Context: an optimization exercise on an open-source flow, tuned for small area. The choices shown serve that exercise and are no tape-out recipe. Where RTL was checked, it was by simulation tests only, not by an equivalence proof against the original.

==> maple: inputs <==
// car_dashboard_top
module car_dashboard_top (
    input  wire clk_50mhz,
    input  wire dip_sw8_reset,
    input  wire [5:0] dip_sw_gears,
    input  wire key_accel_n,
    input  wire key_brake_n,
    output wire [7:0] led_rpm,
    output wire [7:0] seg_single,
    output wire [7:0] ar_seg,
    output wire [7:0] ar_sel,
    output wire servo_ctrl,
    output wire piezo_out,
    output wire f_led1_r,
    output wire f_led1_g,
    output wire f_led1_b,
    output wire f_led2_r,
    output wire f_led2_g,
    output wire f_led2_b,
    output wire f_led3_r,
    output wire f_led3_g,
    output wire f_led3_b,
    output wire f_led4_r,
    output wire f_led4_g,
    output wire f_led4_b
);
    wire clk = clk_50mhz;
    wire rst = dip_sw8_reset;
    wire tick_1k, tick_10, sv_h0, sv_h1, sv_h19;
    wire [6:0] c_lo;
    dash_timebase u_tb (
        .clk(clk), .rst(rst), .tick_1k(tick_1k), .tick_10(tick_10), .c_lo(c_lo),
        .sv_h0(sv_h0), .sv_h1(sv_h1), .sv_h19(sv_h19)
    );
    wire a_st, b_st;
    dash_debounce u_acc (.clk(clk), .rst(rst), .tick_1k(tick_1k), .key_n(key_accel_n), .st(a_st));
    dash_debounce u_brk (.clk(clk), .rst(rst), .tick_1k(tick_1k), .key_n(key_brake_n), .st(b_st));
    reg [2:0] gear_sw;
    always @(*) begin
        casez (dip_sw_gears)
            6'b1?????: gear_sw = 3'd6;
            6'b01????: gear_sw = 3'd5;
            6'b001???: gear_sw = 3'd4;
            6'b0001??: gear_sw = 3'd3;
            6'b00001?: gear_sw = 3'd2;
            6'b000001: gear_sw = 3'd1;
            default:   gear_sw = 3'd0;
        endcase
    end
    wire [2:0] gear = rst ? 3'd0 : gear_sw;
    assign seg_single = seg7({1'b0, gear});
    wire [2:0] sp_h;
    wire [3:0] sp_t, sp_o;
    wire [2:0] g_l;
    dash_engine u_eng (
  ...
==> flow/config.mk <==
export PLATFORM = sky130hd
export DESIGN_NAME = car_dashboard_top
export DESIGN_NICKNAME = car_dashboard_top
export VERILOG_FILES = /design/flow/design.v
export SDC_FILE = /design/flow/constraint.sdc
export NUM_CORES = 4
export LEC_CHECK = 0
export ABC_AREA = 1
export CAP_MARGIN = 20
export CORE_MARGIN = 2
export CORE_UTILIZATION = 60
export CTS_BUF_LIST = sky130_fd_sc_hd__clkbuf_4 sky130_fd_sc_hd__clkbuf_8
export CTS_CLUSTER_SIZE = 20
export GPL_TIMING_DRIVEN = 0
export SLEW_MARGIN = 20
==> flow/constraint.sdc <==
create_clock -name core_clock -period 120.0 [get_ports {clk_50mhz}]
set_input_delay 24.0000 -clock core_clock [delete_from_list [all_inputs] [get_ports {clk_50mhz}]]
set_output_delay 24.0000 -clock core_clock [all_outputs]
set_load 0.01 [all_outputs]
standard.sh (not shown) runs the stock make flow with config.mk's settings and CLKGATE_MAP_FILE= SYNTH_SCRIPT=/design/flow/synth_recipe.tcl, a recipe that flattens the netlist after the stock synthesis.
==> flow/flow/run.sh <==
#!/bin/bash
# Layout flow: the standard flow (standard.sh) with two changes to its
# synthesis, both in the combinational mapping only (registers untouched):
#  - yosys extract_fa is skipped, so adders are mapped by ABC like the rest
#    of the logic instead of being forced onto fa/ha cells;
#  - the final ABC mapping uses flow/abc_area.script (AIG resynthesis with
#    &deepsyn for up to 20 minutes, then area-recovery mapping with &nf)
#    instead of ORFS's abc_area.script.
# Every port is buffered as in the standard flow, but with the smallest
# buffer (buf_1) instead of the one ORFS picks. Synthesis does not add its
# own extra buffers where one net drives several output ports
# (SYNTH_INSBUF=0): the port buffering already gives each port its own.
# Everything else (floorplan, placement, CTS, routing, finishing) is
# standard.sh unchanged. The make output goes to flow_make.log here; ORFS
# writes each step's log under orfs/logs/.
set -euo pipefail
W=$(pwd)
ABC_SCRIPT="$W/flow/abc_area.script"

# synthesis script: synth_recipe.tcl with the two overrides inserted before
# it sources ORFS's synth.tcl
{
  head -n 1 synth_recipe.tcl
  cat <<EOS
proc extract_fa {args} { puts "flow: extract_fa skipped" }
proc abc {args} {
  set i [lsearch -exact \$args -script]
  if {\$i >= 0} { set args [lreplace \$args [expr {\$i + 1}] [expr {\$i + 1}] $ABC_SCRIPT] }
  set i [lsearch -exact \$args -D]
  if {\$i >= 0} { set args [lreplace \$args \$i [expr {\$i + 1}]] }
  puts "flow: abc \$args"
  yosys abc {*}\$args
}
EOS
  tail -n +2 synth_recipe.tcl
} > flow_synth.tcl

sed "s|SYNTH_SCRIPT=[^ ]*|SYNTH_SCRIPT=$W/flow_synth.tcl BUFFER_PORTS_ARGS='-buffer_cell sky130_fd_sc_hd__buf_1' MIN_BUF_CELL_AND_PORTS='sky130_fd_sc_hd__buf_1 A X' SYNTH_INSBUF=0|" standard.sh > flow_standard.sh
grep -q "SYNTH_SCRIPT=$W/flow_synth.tcl" flow_standard.sh

bash flow_standard.sh > flow_make.log 2>&1
==> flow/flow/abc_area.script <==
strash
&get -n
&fraig -x
&deepsyn -T 1200 -S 1
&dch -f
&nf -R 1000 -p
&put
==> zinc (differences from maple) <==
--- a/flow/flow/run.sh
+++ b/flow/flow/run.sh
@@ -5,5 +5,5 @@
 #    of the logic instead of being forced onto fa/ha cells;
 #  - the final ABC mapping uses flow/abc_area.script (AIG resynthesis with
-#    &deepsyn for up to 20 minutes, then area-recovery mapping with &nf)
+#    &deepsyn for up to 10 minutes, then area-recovery mapping with &nf)
 #    instead of ORFS's abc_area.script.
 # Every port is buffered as in the standard flow, but with the smallest
==> flow/flow/abc_area.script (replaced) <==
strash
&get -n
&fraig -x
&deepsyn -T 600 -S 1
&dch -f
&nf -R 1000 -p
&put
==> notes <==
In sequential cell count, maple and zinc do not differ.
Against maple, the critical path depth of zinc is lower by 2.
Between maple and zinc, the lower synthesized area is in maple (gap about 1%, measured against zinc).
Between zinc and maple, the lower final area is in maple (gap 0.96%, measured against maple).
==> figures <==
Starting density of the core: maple 61.7%; zinc 62.1%
Achievable clock frequency: maple 0.0203 GHz; zinc 0.0201 GHz
Wire length per cell: maple 16.8 µm; zinc 16.6 µm
Utilization after layout: maple 66.7%; zinc 67.1%
Run status: maple no timing/DRC/antenna violations; zinc no timing/DRC/antenna violations
Setup WS post-layout: maple 70.62 ns; zinc 70.29 ns
Ratio of layout area to synthesized area: maple 1.080x; zinc 1.080x
Die width: maple 113 µm; zinc 113 µm
Setup skew after layout: maple 0.00573 ns; zinc 0.00996 ns
Global-route usage over all layers: maple 32.1%; zinc 32.9%

---

==> inputs of branch violet <==
Another version of the RTL of car_dashboard_top (not shown whole).
clock: 120.0 ns
lec_check: 0
abc_area: 1
cap_margin: 20
core_margin: 2
core_utilization: 60
cts_buf_list: sky130_fd_sc_hd__clkbuf_2 sky130_fd_sc_hd__clkbuf_4
cts_cluster_size: 12
slew_margin: 20
==> flow/flow/run.sh <==
#!/bin/bash
# Layout flow: the standard flow (standard.sh) with two changes to its
# synthesis, both in the combinational mapping only (registers untouched):
#  - yosys extract_fa is skipped, so adders are mapped by ABC like the rest
#    of the logic instead of being forced onto fa/ha cells;
#  - the final ABC mapping uses flow/abc_area.script (AIG resynthesis with
#    &deepsyn for up to 2 minutes, then area-recovery mapping with &nf)
#    instead of ORFS's abc_area.script.
# Everything else (floorplan, placement, CTS, routing, finishing) is
# standard.sh unchanged. Each tool's output goes to a log file here.
set -euo pipefail
W=$(pwd)
ABC_SCRIPT="$W/flow/abc_area.script"

# synthesis script: synth_recipe.tcl with the two overrides inserted before
# it sources ORFS's synth.tcl
{
  head -n 1 synth_recipe.tcl
  cat <<EOS
proc extract_fa {args} { puts "flow: extract_fa skipped" }
proc abc {args} {
  set i [lsearch -exact \$args -script]
  if {\$i >= 0} { set args [lreplace \$args [expr {\$i + 1}] [expr {\$i + 1}] $ABC_SCRIPT] }
  set i [lsearch -exact \$args -D]
  if {\$i >= 0} { set args [lreplace \$args \$i [expr {\$i + 1}]] }
  puts "flow: abc \$args"
  yosys abc {*}\$args
}
EOS
  tail -n +2 synth_recipe.tcl
} > flow_synth.tcl

sed "s|SYNTH_SCRIPT=[^ ]*|SYNTH_SCRIPT=$W/flow_synth.tcl|" standard.sh > flow_standard.sh
grep -q "SYNTH_SCRIPT=$W/flow_synth.tcl" flow_standard.sh

bash flow_standard.sh > flow_make.log 2>&1
==> flow/flow/abc_area.script <==
strash
&get -n
&fraig -x
&deepsyn -T 120 -S 1
&dch -f
&nf -R 1000 -p
&put
==> branch onyx: changes against branch violet <==
--- a/flow/config.mk
+++ b/flow/config.mk
@@ -10,5 +10,6 @@
 export CORE_MARGIN = 2
 export CORE_UTILIZATION = 60
-export CTS_BUF_LIST = sky130_fd_sc_hd__clkbuf_2 sky130_fd_sc_hd__clkbuf_4
-export CTS_CLUSTER_SIZE = 12
+export CTS_BUF_LIST = sky130_fd_sc_hd__clkbuf_8 sky130_fd_sc_hd__clkbuf_16
+export CTS_CLUSTER_DIAMETER = 100
+export CTS_CLUSTER_SIZE = 35
 export SLEW_MARGIN = 20
==> qor summary <==
| item | branch onyx | branch violet |
|---|---|---|
| Outcome | finished clean | finished clean |
| Hold Worst Slack | 0.346 ns | 0.359 ns |
| GR Layer Usage met2 | 0.536 | 0.532 |
| Ratio of final minimum period to clock period | 0.421 | 0.421 |
| Skew-Pair Late Insertion Delay | 0.33 ns | 0.42 ns |
| Via count | 8877 | 8825 |
| Number of violations reported at the end of detailed-routing iteration 0 | 1356 | 1214 |
| Combined global-route utilization of all metal layers | 0.335 | 0.330 |
| Vias in the first global route | 7980 | 7963 |
| Worst setup slack after layout | 69.43 ns | 69.43 ns |
| Layout buffering overhead excluding clock cells | 0.0675 | 0.0687 |
| Routed vias/inst | 6.45 | 6.41 |
| Clock period minus worst slack | 50.57 ns | 50.57 ns |
| Transition time of the tightest slew-check pin | 1.23 ns | 1.25 ns |
No run of this note included a check of the RTL's function; only the layout flow was run.

[static timing again, ports no longer ideal]
Ports are ideal in the flow. The routed layouts listed here were re-timed in OpenROAD. Step 1 (the two cells are an assumption about what drives the block):
set clk [get_ports {clk_50mhz}]
set_driving_cell -lib_cell sky130_fd_sc_hd__clkbuf_16 $clk
set_driving_cell -lib_cell sky130_fd_sc_hd__buf_2 [delete_from_list [all_inputs] $clk]
Step 2 moves the port delays by t, midway between the first and last clock arrival at a register: inputs arrive t later, outputs are due t later. That takes back most of the time a late clock gives input paths. Slacks: no drivers / after step 1 / after step 2; pairs: no drivers / after step 1.
run | shift t [ns] | slack for setup (ns) | hold slack, ns | worst setup path after step 2 | pins driven straight from the clock port
maple | 0.372 | 70.619 / 70.596 / 70.596 | 0.353 / 0.353 / 0.353 | input to output | 1
zinc | 0.384 | 70.286 / 70.266 / 70.266 | 0.352 / 0.352 / 0.352 | input to output | 1
branch violet | 0.441 | 69.431 / 69.402 / 69.402 | 0.359 / 0.359 / 0.359 | input to output | 1
branch onyx | 0.367 | 69.427 / 69.404 / 69.404 | 0.346 / 0.346 / 0.346 | input to output | 1
After both steps setup and hold are still met in every run listed. For branch violet, which loses most, drivers alone change the setup slack by -0.029 ns; drivers and shift together by -0.029 ns.
